What follows belongs to an exercise in optimizing a design on an open flow for small area; a production flow would make more cautious choices. Only simulation tests tie the RTL to the original design; equivalence was not proved. Power is estimated from default activity; no workload was simulated.

Setup of run 1:
==> flow/design.v (excerpt) <==
module sah(
  input  CLK, BTN_R, BTN_RST, BTN_L, BTN_SR, ROT_BT, reset, SW3,
  output VGA_H, VGA_V, VGA_R, VGA_G, VGA_B
);
For scale: ~1600 cells after synthesis, about 380 flip-flops, about 13 I/O pins, ~15000 sq um of cells after synthesis.
clock: 10.0 ns
lec_check: 0
abc_area: 1
cap_margin: 0
core_margin: 2
core_utilization: 40
cts_buf_list: sky130_fd_sc_hd__clkbuf_8
cts_cluster_diameter: 60
cts_cluster_size: 20
slew_margin: 0
standard.sh (not shown) runs the stock make flow with config.mk's settings and CLKGATE_MAP_FILE= SYNTH_SCRIPT=/design/flow/synth_recipe.tcl, a recipe that flattens the netlist after the stock synthesis.
==> flow/flow/run.sh <==
#!/bin/bash
# The standard layout (standard.sh) with two changes:
#  1. the synthesis maps the logic with a stronger ABC area script (flow/abc_area.script:
#     deepsyn, then repeated dch / map -a). ABC runs without -dff, as in the standard
#     synthesis, so the registers are those of the standard synthesis.
#  2. clock tree synthesis without dummy load cells, with clkbuf_8 buffers.
# Each tool's output is in standard.log and orfs/logs/.
set -euo pipefail
here=$(pwd)
rm -rf "$here/scripts_mod"
cp -r "$FLOW_HOME/scripts" "$here/scripts_mod"
cp "$here/flow/abc_area.script" "$here/scripts_mod/abc_area.script"
export SCRIPTS_DIR="$here/scripts_mod"
export CTS_ARGS="-sink_clustering_enable -repair_clock_nets -dont_use_dummy_load -buf_list sky130_fd_sc_hd__clkbuf_8 -sink_clustering_size 20 -sink_clustering_max_diameter 60"
bash standard.sh > standard.log 2>&1
==> flow/flow/abc_area.script <==
strash
&get -n
&deepsyn -T 240
&put
dch -f
map -a
strash
dc2
dch -f
map -a
strash
dc2
dch -f
map -a
topo
stime -c
buffer -c
upsize -c
dnsize -c
Edits applied to the flow inputs when going from run 1 to run 2:
--- a/flow/design.v
+++ b/flow/design.v
@@ -8,16 +8,14 @@
   always @(posedge CLK) begin
     if (reset) ph <= 1'b0;
     else       ph <= ~ph;
   end
   reg [3:0] hc; reg [5:0] hf;
   reg [3:0] vr; reg [5:0] vg;
   wire hf_last = (hf == 6'd49);
-  wire [3:0] hmod = hf[3:0] + {hc[2:0], 1'b0} + 4'd8;
-  wire [4:0] hid  = {hmod, ph};
   wire hwrap   = (hc == 4'd13) && (hf == 6'd29);    
   wire vwrap   = (vr == 4'd10) && (vg == 6'd24);    
   always @(posedge CLK) begin
     if (reset) begin
       hc <= 4'd13; hf <= 6'd30;    
       vr <= 4'd9;  vg <= 6'd35;    
     end else if (ph) begin
@@ -89,15 +87,16 @@
     if (reset) begin
       cx <= 3'd0; cy <= 3'd0;
     end else begin
       cx <= cx_n; cy <= cy_n;
     end
   end
   reg [6:0] slot [0:31];
-  reg [1:0] rls;       
+  reg [4:0] hid;
+  reg       rl_act;  reg [4:0] rl_cnt;    
   reg       ms_v;    reg [5:0] ms_pos;    
   reg       mt_v;    reg [4:0] mt_idx;    
   reg [4:0] cv, ca;
   reg [4:0] cm [0:4];
   reg       gs;          
   reg       pristine;
   wire       act      = ce && !reset && !game_over && take_pulse;
@@ -124,32 +123,35 @@
   wire [5:0] ms_pos_n = placecap ? cur : ms_pos;
   wire       mt_v_n   = ~reset & (pickcap | (mt_v & ~sw3b));
   wire [4:0] mt_idx_n = pickcap ? tmp : mt_idx;
   wire [4:0] sel_n    = pick ? tmp : sel;
   wire [4:0] hid_w    = reset ? 5'd31 : hid;      
   wire       ms_hit   = ms_v_n && (sel_n == hid);
   wire       mt_hit   = mt_v_n && (mt_idx_n == hid);
-  wire       rl_here  = restart | (rls != 2'd0);
-  wire [1:0] rls_n    = restart ? ((hid_w == 5'd31) ? 2'd1 : 2'd2) :
-                        (rls != 2'd0 && hid == 5'd31) ? rls - 2'd1 : rls;
   wire [6:0] wb = ms_hit ? {1'b0, ms_pos_n} :
                   mt_hit ? 7'h40 :
-                  rl_here ? {1'b0, ~hid_w[4], ~hid_w[4], ~hid_w[3], hid_w[2:0]} :
+                  (restart | rl_act) ? {1'b0, ~hid_w[4], ~hid_w[4], ~hid_w[3], hid_w[2:0]} :
                   slot[0];
   integer k;
   always @(posedge CLK) begin
     for (k = 0; k < 31; k = k + 1) slot[k] <= slot[k + 1];
     slot[31] <= wb;
   end
   always @(posedge CLK) begin
-    ms_v   <= ms_v_n & ~(ms_hit & (rls_n == 2'd0));
-    mt_v   <= mt_v_n & ~(mt_hit & (rls_n == 2'd0));
+    hid    <= reset ? 5'd0 : hid + 5'd1;
+    ms_v   <= ms_v_n & ~ms_hit;
+    mt_v   <= mt_v_n & ~mt_hit;
     ms_pos <= ms_pos_n;
     mt_idx <= mt_idx_n;
-    rls    <= rls_n;
+    if (restart) begin
+      rl_act <= 1'b1; rl_cnt <= 5'd31;
+    end else if (rl_act) begin
+      rl_cnt <= rl_cnt - 5'd1;
+      if (rl_cnt == 5'd1) rl_act <= 1'b0;
+    end
   end
   wire win0 = (hid == 5'd0);
   wire win1 = (hid == 5'd31);
   wire [5:0] cq  [0:4];
   assign cq[0] = cur;
   assign cq[1] = cur - 6'd1;
   assign cq[2] = cur + 6'd1;
[summary]
Run 2 ends up with a fmax that is about 0.5% lower than in run 1.
From run 1 to run 2 the numbers moved as follows: wire length saw a decrease; aggregate global-route resource usage moved down; wire length on met2 decreased by 260 um relative to the old numbers; worst slack at placement went down; number of sinks on the clock net up 9.
Number of cells after detailed placement, run 1 and run 2, lower one = run 2.
Routed length on met1 (run 1 / run 2): 1.08
Delta (run 2 minus run 1): width of the die stayed essentially flat, parity-gate share of the synthesized area counting xor and xnor cells fell by 0.22 points.
Compare run 1 and run 2 | global-route wire length before repair higher: run 1
Compared with run 1, in run 2 flip-flop and latch count +about 2.4%, power consumption moved down.
NOTE: worst setup slack in run 2 falls short of that of run 1

* * *

## job 103
Another version of the RTL of sah (not shown whole).
Size: about 2600 cells after synthesis, roughly 320 flip-flops, about 13 I/O pins, ~0.019 mm2 of cells after synthesis.
Settings: LEC_CHECK=0, ABC_AREA=1, CAP_MARGIN=0, CORE_MARGIN=2, CORE_UTILIZATION=40, CTS_BUF_LIST=sky130_fd_sc_hd__clkbuf_8, CTS_CLUSTER_DIAMETER=50, CTS_CLUSTER_SIZE=15, SLEW_MARGIN=0; clock period 10.0 ns.
run.sh (not shown) runs the stock make flow with config.mk's settings and CLKGATE_MAP_FILE= SYNTH_SCRIPT=/design/flow/synth_recipe.tcl, a recipe that flattens the netlist after the stock synthesis.
Stock flow here: none of the scripts above is used.
The inputs of job 101 differ from those of job 103 as listed below.
diff --git a/flow/design.v b/flow/design.v
--- a/flow/design.v
+++ b/flow/design.v
@@ -183,27 +183,56 @@
       end
       if ((run_w && yw_max) || (run_b && yb_max)) begin
         run_w <= 1'b0; run_b <= 1'b0; game_over <= 1'b1;
       end
     end
   end
+  reg Lv, Lt; reg [4:0] Lm;
   wire [5:0] tile = {vr[2:0], hc[2:0]};
-  wire       pv_a = any && (mn != sel);
-  wire       pv_b = (cur == {vr[2:0], txn});
-  wire       Dv   = pend ? (pv_a | pv_b) : any;
-  wire [4:0] Dm   = (pend && !(pv_a && (!pv_b || mn < sel))) ? sel : mn;
-  reg Lv; reg [4:0] Lm;
+  wire       u_v = (tile[5] == tile[4]);
+  wire [4:0] u   = {~tile[5], ~tile[3], tile[2:0]};
+  wire       sel_lt_m = (sel < Lm);
   always @(posedge CLK) begin
     if (reset) begin
-      Lv <= 1'b0; Lm <= 5'd0;
+      Lv <= 1'b0; Lt <= 1'b0; Lm <= 5'd0;
     end else if (ph) begin
-      Lv <= Dv; Lm <= Dm;
+      if (pend) begin
+        begin : PEND
+          reg av, bv;
+          av = any && (mn != sel);
+          bv = (cur == {vr[2:0], txn});
+          Lv <= av | bv;
+          Lt <= av & bv;
+          Lm <= (av && (!bv || mn < sel)) ? mn : sel;
+        end
+      end else begin
+        Lv <= any;
+        Lm <= mn;
+        Lt <= any && (mn != mx);
+      end
+    end else if (SW3) begin
+      begin : SW3L
+        reg av, bv;
+        av = u_v && !(pickcap && u == mx) && !(placecap && u == sel);
+        bv = placecap && (cur == tile);
+        Lv <= av | bv;
+        Lt <= av & bv;
+        Lm <= (av && (!bv || u < sel)) ? u : sel;
+      end
+    end else if (tile == cur) begin
+      if (pick) begin
+        Lv <= Lt; Lt <= 1'b0;
+      end else if (place) begin
+        Lv <= 1'b1; Lt <= 1'b0; Lm <= sel;
+      end else if (capture) begin
+        Lv <= 1'b1;
+        if (Lt) begin Lm <= sel_lt_m ? sel : Lm; end
+        else Lm <= sel;
+      end
     end
   end
-  wire       Cv = ph ? Dv : Lv;
-  wire [4:0] Cm = ph ? Dm : Lm;
   function pawn_pixel;   input [5:0] x,y; begin
     pawn_pixel = 1'b0;
     if (y>=10 && y<=12 && x>=20 && x<=30) pawn_pixel = 1'b1;
     else if (y>=13 && y<=18 && x>=22 && x<=28) pawn_pixel = 1'b1;
     else if (y>=19 && y<=20 && x>=23 && x<=27) pawn_pixel = 1'b1;
     else if (y>=21 && y<=24 && x>=20 && x<=30) pawn_pixel = 1'b1;
@@ -278,14 +307,14 @@
   wire fr_b3 = ((vr == 4'd10 && vg >= 6'd15) || (vr == 4'd0 && vg == 6'd0)) && hin;
   wire fr_b4 = (vr == 4'd8 && vg <= 6'd10) && hin;
   wire fr_vg = ((hf == 6'd49 && hc < 4'd7) || (hf == 6'd0 && hc >= 4'd1 && hc <= 4'd7)) && vin;
   wire fr_hg = ((vg == 6'd49 && vr < 4'd7) || (vg == 6'd0 && vr >= 4'd1 && vr <= 4'd7)) &&
                (~hc[3] || (hc == 4'd8 && hf == 6'd0));
   wire frame = fr_b1 | fr_b2 | fr_b3 | fr_b4 | fr_vg | fr_hg;
-  wire pc_on  = inb && Cv && piece_on(Cm, hf, vg);
-  wire pc_wh  = ~Cm[4];
+  wire pc_on  = inb && Lv && piece_on(Lm, hf, vg);
+  wire pc_wh  = ~Lm[4];
   wire ln_y   = (vr == {1'b0, ywr}) && (vg == ywg) &&
                 ((hc == 4'd14 && hf >= 6'd40) || (hc == 4'd15 && hf <= 6'd30));
   wire ln_r   = (vr == {1'b0, ybr}) && (vg == ybg) &&
                 ((hc == 4'd8 && hf >= 6'd20) || (hc == 4'd9 && hf <= 6'd10));
   wire hl     = inb && (tile == cur) &&
                 (hf < 6'd2 || hf > 6'd47 || vg < 6'd2 || vg > 6'd47);
Findings:
The maximum number of pins on one net before global-route repair in job 101 is 0.79 times that in job 103.
Compared with job 103, job 101 shows a post-route clock period utilization that is 5.7 points lower.
Job 101 ends up with a proportion of cell area occupied by multi-input gates that is 1.6 points higher than in job 103.
The final reports for job 101 and job 103 show worst setup slack higher in the former.
Static power due to leakage up about 7% in job 101 wrt job 103
The via density per instance number comes out lower for job 103 vs job 101.
Compared with job 103, job 101 shows a lower arrival time at the worst endpoint.
Job 103 → job 101: layout-stage area growth over the synthesis result lost 0.36 points; combinational power +about 16%; count of cell instances traversed by the critical path went up 26.
Compared with job 103, job 101 shows a higher measured slew at the worst slew-check pin.
Job 101 vs job 103, switching part of the total power went up by 0.40 points.
Wire length of the first global-routing pass (job 101 vs. job 103) increases by a little under 10%

re-timing with driven ports:
In the flow no input, the clock included, has a driving cell. The finished layouts below were timed again as built, in two steps. Step 1 sets driving cells, clkbuf_16 on the clock port and buf_2 on the other inputs (assumed; they add their load-dependent delay and slew). Step 2 moves the port delays by t, midway between the first and last clock arrival at a register: inputs arrive t later, outputs are due t later. That takes back most of the time a late clock gives input paths. Three values: ideal, step 1, step 2; two values: the first two.
run | t, ns | setup slack, ns | worst setup path after step 2 | worst slew at a driven data input, ns
run 1 | 0.579 | 3.637 / 3.660 / 3.081 | input to register | 0.04
run 2 | 0.659 | 3.604 / 3.619 / 2.960 | input to register | 0.04
job 103 | 0.676 | 2.989 / 2.989 / 2.989 | register to register | 0.05
job 101 | 0.657 | 3.555 / 3.555 / 3.555 | register to register | 0.08
After both steps every run listed still meets setup and hold. The setup slack of run 2, which loses most, moves by +0.015 ns with the drivers and by -0.644 ns with both steps.
